Background: an optimization exercise with open tools, aiming at small area and a short achievable clock period. Do not read the settings as production practice. RTL that was checked went through simulation tests only; none was proved equivalent to the original. No driver is modelled on the clock port, so clock power and skew are understated where the tree is cut down; a real chip needs a root buffer or a tree.

Setup of the reference run:
==> module cordic, before the edit <==
module cordic (
    input clk,
    input rst_n,
    input start,
    input [15:0] angle,
    output reg [15:0] cos,
    output reg [15:0] sin
);
    reg [16:0] r;
    reg [3:0] cnt;
    wire d = ~r[16];
    wire idle = cnt[3] & cnt[2] & cnt[1];
    reg [14:0] e;
    always @(*) begin
        case (cnt)
            4'd0:  e = 15'h6487;
            4'd1:  e = 15'h3B58;
            4'd2:  e = 15'h1F5B;
            4'd3:  e = 15'h0FEA;
            4'd4:  e = 15'h07FD;
            4'd5:  e = 15'h03FF;
            4'd6:  e = 15'h01FF;
            4'd7:  e = 15'h00FF;
            4'd8:  e = 15'h007F;
            4'd9:  e = 15'h003F;
            4'd10: e = 15'h001F;
            4'd11: e = 15'h000F;
            4'd12: e = 15'h0007;
            4'd13: e = 15'h0003;
            default: e = 15'h0000;
        endcase
    end
    wire [15:0] tc_sh = sin >> cnt;
    wire [15:0] ts_sh = cos >> cnt;
    wire [15:0] tc = {tc_sh[15:2], tc_sh[1:0] & {2{~idle}}};
    wire [15:0] ts = {ts_sh[15:2], ts_sh[1:0] & {2{~idle}}};
    wire [15:0] new_cos;
    wire [15:0] new_sin;
    wire [16:0] new_r;
    add_sk #(16) i_add_c (.a(cos), .b(tc ^ {16{d}}), .ci(d), .s(new_cos));
    add_sk #(16) i_add_s (.a(sin), .b(ts ^ {16{~d}}), .ci(~d), .s(new_sin));
    add_bk #(17) i_add_r (.a(r), .b({2'b00, e} ^ {17{d}}), .ci(d), .s(new_r));
    wire lo = (cnt == 4'd0) && (r[15:0] < 16'd2516);
    always @(posedge clk) begin
        if (start) begin
            cos <= 16'h4DBA;
            sin <= 16'h0000;
            r <= {1'b0, angle};
        end else begin
            cos <= new_cos;
            sin <= new_sin;
            r <= {new_r[16], new_r[15] & ~lo, new_r[14:0]};
        end
    end
    always @(posedge clk or negedge rst_n) begin
        if (!rst_n)
            cnt <= 4'hF;
        else if (start)
            cnt <= 4'h0;
        else if (cnt != 4'hF)
            cnt <= cnt + 4'h1;
    end
endmodule
clock: 16.0 ns
lec_check: 0
abc_area: 1
cap_margin: 20
core_margin: 2
core_utilization: 40
slew_margin: 20
standard.sh (not shown) runs the stock make flow with config.mk's settings and CLKGATE_MAP_FILE= SYNTH_SCRIPT=/design/flow/synth_recipe.tcl, a recipe that flattens the netlist after the stock synthesis.
==> flow/flow/run.sh <==
#!/bin/bash
# The standard layout with these changes:
#  - synthesis: no full/half-adder cell extraction (ADDER_MAP_FILE empty), so
#    ABC sees whole register-to-register paths, and ABC maps with a
#    delay-constrained area-recovering script (flow/abc_map.script) instead
#    of ORFS's; the rest of the standard synthesis script, including the
#    flip-flop mapping, flattening and renaming, is unchanged;
#  - repair_timing aims for extra setup slack (SETUP_SLACK_MARGIN) so that
#    the achieved period, not just the 16 ns clock, is optimised;
#  - the ports get plain buffers (buf_2) instead of delay cells.
set -euo pipefail
here=$(pwd)
{
  head -n 1 synth_recipe.tcl
  cat <<EOT
proc abc {args} {
  set i [lsearch -exact \$args -script]
  if {\$i >= 0} { set args [lreplace \$args [expr {\$i + 1}] [expr {\$i + 1}] $here/flow/abc_map.script] }
  yosys abc {*}\$args
}
EOT
  tail -n +2 synth_recipe.tcl
} > synth_map.tcl
bash standard.sh SYNTH_SCRIPT="$here/synth_map.tcl" ADDER_MAP_FILE= SETUP_SLACK_MARGIN=11.8 \
  'BUFFER_PORTS_ARGS=-buffer_cell sky130_fd_sc_hd__buf_2' finish > standard_flow.log 2>&1
==> flow/flow/abc_map.script <==
strash
dch
map -D 2000
topo
Changes in the trial run relative to the reference run:
--- a/flow/design.v
+++ b/flow/design.v
@@ -96,8 +96,9 @@
     reg [16:0] r;
     reg [3:0] cnt;
     wire d = ~r[16];
     wire idle = cnt[3] & cnt[2] & cnt[1];
+    wire first = (cnt == 4'd0);
     reg [14:0] e;
     always @(*) begin
         case (cnt)
             4'd0:  e = 15'h6487;
@@ -123,22 +124,26 @@
     wire [15:0] ts = {ts_sh[15:2], ts_sh[1:0] & {2{~idle}}};
     wire [15:0] new_cos;
     wire [15:0] new_sin;
     wire [16:0] new_r;
-    add_sk #(16) i_add_c (.a(cos), .b(tc ^ {16{d}}), .ci(d), .s(new_cos));
-    add_sk #(16) i_add_s (.a(sin), .b(ts ^ {16{~d}}), .ci(~d), .s(new_sin));
+    add_bk #(16) i_add_c (.a(cos), .b(tc ^ {16{d}}), .ci(d), .s(new_cos));
+    add_bk #(16) i_add_s (.a(sin), .b(ts ^ {16{~d}}), .ci(~d), .s(new_sin));
     add_bk #(17) i_add_r (.a(r), .b({2'b00, e} ^ {17{d}}), .ci(d), .s(new_r));
-    wire lo = (cnt == 4'd0) && (r[15:0] < 16'd2516);
+    wire lo = first && (r[15:0] < 16'd2516);
     always @(posedge clk) begin
-        if (start) begin
+        if (first) begin
             cos <= 16'h4DBA;
-            sin <= 16'h0000;
-            r <= {1'b0, angle};
+            sin <= 16'h4DBA;
         end else begin
             cos <= new_cos;
             sin <= new_sin;
+        end
+    end
+    always @(posedge clk) begin
+        if (start)
+            r <= {1'b0, angle};
+        else
             r <= {new_r[16], new_r[15] & ~lo, new_r[14:0]};
-        end
     end
     always @(posedge clk or negedge rst_n) begin
         if (!rst_n)
             cnt <= 4'hF;
### Flow results
Of the reference run and the trial run, the reference run shows the higher largest driver fanout on the critical path, with the trial run below it. Changes observed in the trial run relative to the reference run: complex-gate fraction of the synthesized area lower, post-route non-filler standard cell count saw a decrease, count of hold buffers inserted by post-cts repair now sits at about the same level. The area of the die of the reference run and that of the trial run are within noise of each other. As far as total of buffers placed on input and output ports goes, the trial run and the reference run are indistinguishable; the numbers are identical.
No run of this note included a check of the RTL's function; only the layout flow was run.

========
The RTL this note starts from:
==> flow/design.v <==
module add_bk #(parameter N = 16) (
    input  [N-1:0] a,
    input  [N-1:0] b,
    input          ci,
    output [N-1:0] s
);
    wire [N-1:0] c;
    bk_carry #(N) i_carry (.a(a), .b(b), .ci(ci), .c(c));
    assign s = a ^ b ^ c;
endmodule
module bk_carry #(parameter N = 16) (
    input  [N-1:0] a,
    input  [N-1:0] b,
    input          ci,
    output [N-1:0] c
);
    localparam L = (N <= 2) ? 1 : (N <= 4) ? 2 : (N <= 8) ? 3 : (N <= 16) ? 4 : (N <= 32) ? 5 : 6;
    wire [N-1:0] p0 = a ^ b;
    wire [N-1:0] g0 = a & b;
    wire [N*2*L-1:0] G;
    wire [N*2*L-1:0] P;
    assign G[N-1:0] = {g0[N-1:1], g0[0] | (p0[0] & ci)};
    assign P[N-1:0] = p0;
    genvar l, i;
    generate
        for (l = 0; l < L; l = l + 1) begin : up
            for (i = 0; i < N; i = i + 1) begin : bt
                if (((i + 1) % (2 << l)) == 0) begin : node
                    assign G[(l+1)*N+i] = G[l*N+i] | (P[l*N+i] & G[l*N+i-(1<<l)]);
                    assign P[(l+1)*N+i] = P[l*N+i] & P[l*N+i-(1<<l)];
                end else begin : pass
                    assign G[(l+1)*N+i] = G[l*N+i];
                    assign P[(l+1)*N+i] = P[l*N+i];
                end
            end
        end
        for (l = L - 2; l >= 0; l = l - 1) begin : down
            for (i = 0; i < N; i = i + 1) begin : bt
                if (((i + 1) % (2 << l)) == (1 << l) && i >= (2 << l)) begin : node
                    assign G[(2*L-1-l)*N+i] = G[(2*L-2-l)*N+i] | (P[(2*L-2-l)*N+i] & G[(2*L-2-l)*N+i-(1<<l)]);
                    assign P[(2*L-1-l)*N+i] = P[(2*L-2-l)*N+i] & P[(2*L-2-l)*N+i-(1<<l)];
                end else begin : pass
                    assign G[(2*L-1-l)*N+i] = G[(2*L-2-l)*N+i];
                    assign P[(2*L-1-l)*N+i] = P[(2*L-2-l)*N+i];
                end
            end
        end
    endgenerate
    wire [N-1:0] gf = G[(2*L-1)*N +: N];
    assign c = {gf[N-2:0], ci};
endmodule
module cordic (
    input clk,
    input rst_n,
    input start,
    input [15:0] angle,
    output reg [15:0] cos,
    output reg [15:0] sin
);
    reg [16:0] r;
    reg [3:0] cnt;
    wire d = ~r[16];
    wire idle = cnt[3] & cnt[2] & cnt[1];
    reg [14:0] e;
    always @(*) begin
        case (cnt)
            4'd0:  e = 15'h6487;
            4'd1:  e = 15'h3B58;
            4'd2:  e = 15'h1F5B;
            4'd3:  e = 15'h0FEA;
            4'd4:  e = 15'h07FD;
            4'd5:  e = 15'h03FF;
            4'd6:  e = 15'h01FF;
            4'd7:  e = 15'h00FF;
            4'd8:  e = 15'h007F;
            4'd9:  e = 15'h003F;
            4'd10: e = 15'h001F;
            4'd11: e = 15'h000F;
            4'd12: e = 15'h0007;
            4'd13: e = 15'h0003;
            default: e = 15'h0000;
        endcase
    end
    wire [15:0] tc_sh = sin >> cnt;
    wire [15:0] ts_sh = cos >> cnt;
    wire [15:0] tc = {tc_sh[15:2], tc_sh[1:0] & {2{~idle}}};
    wire [15:0] ts = {ts_sh[15:2], ts_sh[1:0] & {2{~idle}}};
    wire [15:0] new_cos;
    wire [15:0] new_sin;
    wire [16:0] new_r;
    wire [15:0] cy_c;
    wire [15:0] cy_s;
    bk_carry #(16) i_cy_c (.a(cos ^ {16{d}}), .b(tc), .ci(1'b0), .c(cy_c));
    bk_carry #(16) i_cy_s (.a(sin ^ {16{~d}}), .b(ts), .ci(1'b0), .c(cy_s));
    assign new_cos = cos ^ tc ^ cy_c;
    assign new_sin = sin ^ ts ^ cy_s;
    wire [16:0] cy_r;
    bk_carry #(17) i_cy_r (.a(r ^ {17{d}}), .b({2'b00, e}), .ci(1'b0), .c(cy_r));
    assign new_r = r ^ {2'b00, e} ^ cy_r;
    wire lo = (cnt == 4'd0) && (r[15:0] < 16'd2516);
    always @(posedge clk) begin
        if (start) begin
            cos <= 16'h4DBA;
            sin <= 16'h0000;
            r <= {1'b0, angle};
        end else begin
            cos <= new_cos;
            sin <= new_sin;
            r <= {new_r[16], new_r[15] & ~lo, new_r[14:0]};
        end
    end
    always @(posedge clk or negedge rst_n) begin
        if (!rst_n)
            cnt <= 4'hF;
        else if (start)
            cnt <= 4'h0;
        else if (cnt != 4'hF)
            cnt <= cnt + 4'h1;
    end
endmodule
clock: 16.0 ns
lec_check: 0
abc_area: 1
cap_margin: 20
core_margin: 2
core_utilization: 40
slew_margin: 20
==> flow/flow/run.sh <==
#!/bin/bash
# Standard layout, with repair_timing aiming for extra setup slack so that the
# achieved period, not just the 16 ns clock, is optimised, and plain buffers
# (instead of delay cells) on the ports.
set -euo pipefail
bash standard.sh SETUP_SLACK_MARGIN=11.8 'BUFFER_PORTS_ARGS=-buffer_cell sky130_fd_sc_hd__buf_2' finish > standard_flow.log 2>&1
Edit:
--- a/flow/design.v
+++ b/flow/design.v
@@ -94,9 +94,7 @@
     bk_carry #(16) i_cy_s (.a(sin ^ {16{~d}}), .b(ts), .ci(1'b0), .c(cy_s));
     assign new_cos = cos ^ tc ^ cy_c;
     assign new_sin = sin ^ ts ^ cy_s;
-    wire [16:0] cy_r;
-    bk_carry #(17) i_cy_r (.a(r ^ {17{d}}), .b({2'b00, e}), .ci(1'b0), .c(cy_r));
-    assign new_r = r ^ {2'b00, e} ^ cy_r;
+    add_bk #(17) i_add_r (.a(r), .b({2'b00, e} ^ {17{d}}), .ci(d), .s(new_r));
     wire lo = (cnt == 4'd0) && (r[15:0] < 16'd2516);
     always @(posedge clk) begin
         if (start) begin
=> The changed run produced a clean layout; area after synthesis goes down by 2.4%; final cell count goes down by 3.7%; setup slack improves by 0.0035 ns; count of clock-buffer cells in the layout is unchanged; cell area climbs by 0.72%.
No functional check of the RTL was part of any run of this note.

========
Setup of v6:
Another version of the RTL of cordic (not shown whole).
==> module cordic, before the edit <==
module cordic (
    input clk,
    input rst_n,
    input start,
    input [15:0] angle,
    output reg [15:0] cos,
    output reg [15:0] sin
);
    reg [16:0] r;
    reg [3:0] q;
    wire d = ~r[16];
    wire first = (q == 4'd13);
    reg [14:0] e;
    always @(*) begin
        case (q)
            4'd13: e = 15'h6487;
            4'd0:  e = 15'h3B58;
            4'd1:  e = 15'h1F5B;
            4'd2:  e = 15'h0FEA;
            4'd3:  e = 15'h07FD;
            4'd4:  e = 15'h03FF;
            4'd5:  e = 15'h01FF;
            4'd6:  e = 15'h00FF;
            4'd7:  e = 15'h007F;
            4'd8:  e = 15'h003F;
            4'd9:  e = 15'h001F;
            4'd10: e = 15'h000F;
            4'd11: e = 15'h0007;
            4'd12: e = 15'h0003;
            default: e = 15'h0000;
        endcase
    end
    wire [14:0] tc_sh = sin[15:1] >> q;
    wire [14:0] ts_sh = cos[15:1] >> q;
    wire [15:0] tc = {1'b0, tc_sh};
    wire [15:0] ts = {1'b0, ts_sh};
    wire [15:0] new_cos;
    wire [15:0] new_sin;
    wire [16:0] new_r;
    add_bk #(16) i_add_c (.a(cos), .b(tc ^ {16{d}}), .ci(d), .s(new_cos));
    add_bk #(16) i_add_s (.a(sin), .b(ts ^ {16{~d}}), .ci(~d), .s(new_sin));
    wire lo = first && (r[15:0] < 16'd2516);
    add_bk #(17) i_add_r (.a(r), .b({d, d & ~lo, e ^ {15{d}}}), .ci(d), .s(new_r));
    always @(posedge clk) begin
        if (first) begin
            cos <= 16'h4DBA;
            sin <= 16'h4DBA;
        end else begin
            cos <= new_cos;
            sin <= new_sin;
        end
    end
    always @(posedge clk) begin
        if (start)
            r <= {1'b0, angle};
        else
            r <= new_r;
    end
    always @(posedge clk or negedge rst_n) begin
        if (!rst_n)
            q <= 4'd15;
        else if (start)
            q <= 4'd13;
        else if (first)
            q <= 4'd0;
        else if (q == 4'd12)
            q <= 4'd15;
        else if (q != 4'd15)
            q <= q + 4'd1;
    end
endmodule
==> flow/config.mk <==
export PLATFORM = sky130hd
export DESIGN_NAME = cordic
export DESIGN_NICKNAME = cordic
export VERILOG_FILES = /design/flow/design.v
export SDC_FILE = /design/flow/constraint.sdc
export NUM_CORES = 4
export LEC_CHECK = 0
export ABC_AREA = 1
export CAP_MARGIN = 20
export CORE_MARGIN = 2
export CORE_UTILIZATION = 40
export SLEW_MARGIN = 20
==> flow/constraint.sdc <==
create_clock -name core_clock -period 16.0 [get_ports {clk}]
set_input_delay 3.2000 -clock core_clock [delete_from_list [all_inputs] [get_ports {clk}]]
set_output_delay 3.2000 -clock core_clock [all_outputs]
set_load 0.01 [all_outputs]
==> flow/flow/run.sh <==
#!/bin/bash
# The standard layout with these changes:
#  - synthesis: no full/half-adder cell extraction (ADDER_MAP_FILE empty), so
#    ABC sees whole register-to-register paths, and ABC maps with a
#    delay-constrained area-recovering script (flow/abc_map.script) instead
#    of ORFS's; the rest of the standard synthesis script, including the
#    flip-flop mapping, flattening and renaming, is unchanged;
#  - repair_timing aims for extra setup slack (SETUP_SLACK_MARGIN) so that
#    the achieved period, not just the 16 ns clock, is optimised;
#  - repair_timing only resizes cells and swaps pins (SETUP_MOVE_SEQUENCE);
#  - the ports get plain buffers (buf_1, which repair_timing may upsize)
#    instead of delay cells;
#  - the clock tree is one level: the clock port drives four clkbuf_16, each
#    placed at the centre of a cluster of flip-flops (flow/cts_flat.tcl),
#    instead of TritonCTS's two-level tree.
set -euo pipefail
here=$(pwd)
{
  head -n 1 synth_recipe.tcl
  cat <<EOT
proc abc {args} {
  set i [lsearch -exact \$args -script]
  if {\$i >= 0} { set args [lreplace \$args [expr {\$i + 1}] [expr {\$i + 1}] $here/flow/abc_map.script] }
  yosys abc {*}\$args
}
EOT
  tail -n +2 synth_recipe.tcl
} > synth_map.tcl
bash standard.sh SYNTH_SCRIPT="$here/synth_map.tcl" ADDER_MAP_FILE= SETUP_SLACK_MARGIN=12.1 SETUP_MOVE_SEQUENCE=sizeup,swap \
  PRE_CTS_TCL="$here/flow/cts_flat.tcl" \
  'BUFFER_PORTS_ARGS=-buffer_cell sky130_fd_sc_hd__buf_1' finish > standard_flow.log 2>&1
Scripts as last shown in full above: flow/flow/abc_map.script
Other scripts of this flow, unchanged in this note and not shown: flow/flow/cts_flat.tcl
The following lists how v7 was set up differently from v6:
-- flow/design.v --
<<< v6, line 51
    reg [3:0] q;
    wire d = ~r[16];
    wire first = (q == 4'd13);
    reg [14:0] e;
    always @(*) begin
        case (q)
            4'd13: e = 15'h6487;
            4'd0:  e = 15'h3B58;
            4'd1:  e = 15'h1F5B;
>>> v7, line 51
    reg [3:0] q;
    wire d = ~r[16];
    wire first = (q == 4'd15);
    wire idle = (q == 4'd13) || (q == 4'd14);
    reg [14:0] e;
    always @(*) begin
        case (q)
            4'd15: e = 15'h6487;
            4'd0:  e = 15'h3B58;
            4'd1:  e = 15'h1F5B;
<<< v6, line 74
    wire [14:0] tc_sh = sin[15:1] >> q;
    wire [14:0] ts_sh = cos[15:1] >> q;
    wire [15:0] tc = {1'b0, tc_sh};
    wire [15:0] ts = {1'b0, ts_sh};
    wire [15:0] new_cos;
    wire [15:0] new_sin;
>>> v7, line 75
    wire [14:0] tc_sh = sin[15:1] >> q;
    wire [14:0] ts_sh = cos[15:1] >> q;
    wire [15:0] tc = {1'b0, tc_sh[14:2], tc_sh[1:0] & {2{~idle}}};
    wire [15:0] ts = {1'b0, ts_sh[14:2], ts_sh[1:0] & {2{~idle}}};
    wire [15:0] new_cos;
    wire [15:0] new_sin;
<<< v6, line 100
    always @(posedge clk or negedge rst_n) begin
        if (!rst_n)
            q <= 4'd15;
        else if (start)
            q <= 4'd13;
        else if (first)
            q <= 4'd0;
        else if (q == 4'd12)
            q <= 4'd15;
        else if (q != 4'd15)
            q <= q + 4'd1;
    end
>>> v7, line 101
    always @(posedge clk or negedge rst_n) begin
        if (!rst_n)
            q <= 4'd14;
        else if (start)
            q <= 4'd15;
        else if (q != 4'd14)
            q <= q + 4'd1;
    end
Notes after the runs:
v6 has completed all stages; timing, DRC and antenna checks passed.
In summary, v7 completed successfully, with a layout that passed the timing, design-rule and antenna checks.
Compared with v6, v7 shows a higher number of placed instances, taps included.
Final worst-path cycle share of v6 is on par with v7.
v7 ends up with a layout inverter count without the clock tree that is about 2.4% higher than in v6.
Per the comparison of v7 with v6, final layout net count picked up an extra 8, arrival time reported for the critical path endpoint flat.
v7 and v6 ended up with roughly the same width of the chip.
Taking v6 as the reference, in v7 wire length saw a decrease, first-pass GRT wire length saw a decrease, final critical delay including setup and external delays saw a decrease, area of all placed cells without fillers saw a decrease.
Only the layout flow was run in v6; the RTL was not checked for function there. In every run of this note, the design's own scripts or RTL, not TritonCTS, make the clock network.

==> what the ideal ports hide <==
How much do the figures lean on ideal ports? The routed layouts below were timed once more, with nothing changed but the port constraints. Step 1 assumes that a clkbuf_16 drives the clock port and a buf_2 every other input. Step 2 times the ports against the registers' clock, not the clock port: input delays grow and output delays shrink by t, the midpoint of the rising clock arrivals with the driver on. a / b / c = no drivers / after step 1 / after step 2; a / b = the first two.
| run | shift t [ns] | setup WS [ns] | worst setup path after step 2 | latest minus earliest clock arrival (ns) |
|---|---|---|---|---|
| the reference run | 0.350 | 11.849 / 11.810 / 11.636 | input to register | 0.013 / 0.013 |
| the trial run | 0.344 | 11.877 / 11.839 / 11.628 | input to register | 0.008 / 0.008 |
| the first run of note 2 | 0.355 | 11.836 / 11.791 / 11.597 | input to register | 0.008 / 0.009 |
| the second run of note 2 | 0.351 | 11.839 / 11.796 / 11.613 | input to register | 0.008 / 0.008 |
| v6 | 0.228 | 12.111 / 12.014 / 12.049 | input to register | 0.019 / 0.019 |
| v7 | 0.228 | 12.121 / 12.032 / 12.026 | input to register | 0.034 / 0.034 |
After both steps every run listed still meets setup and hold. The setup slack of the trial run, which loses most, moves by -0.038 ns with the drivers and by -0.249 ns with both steps.
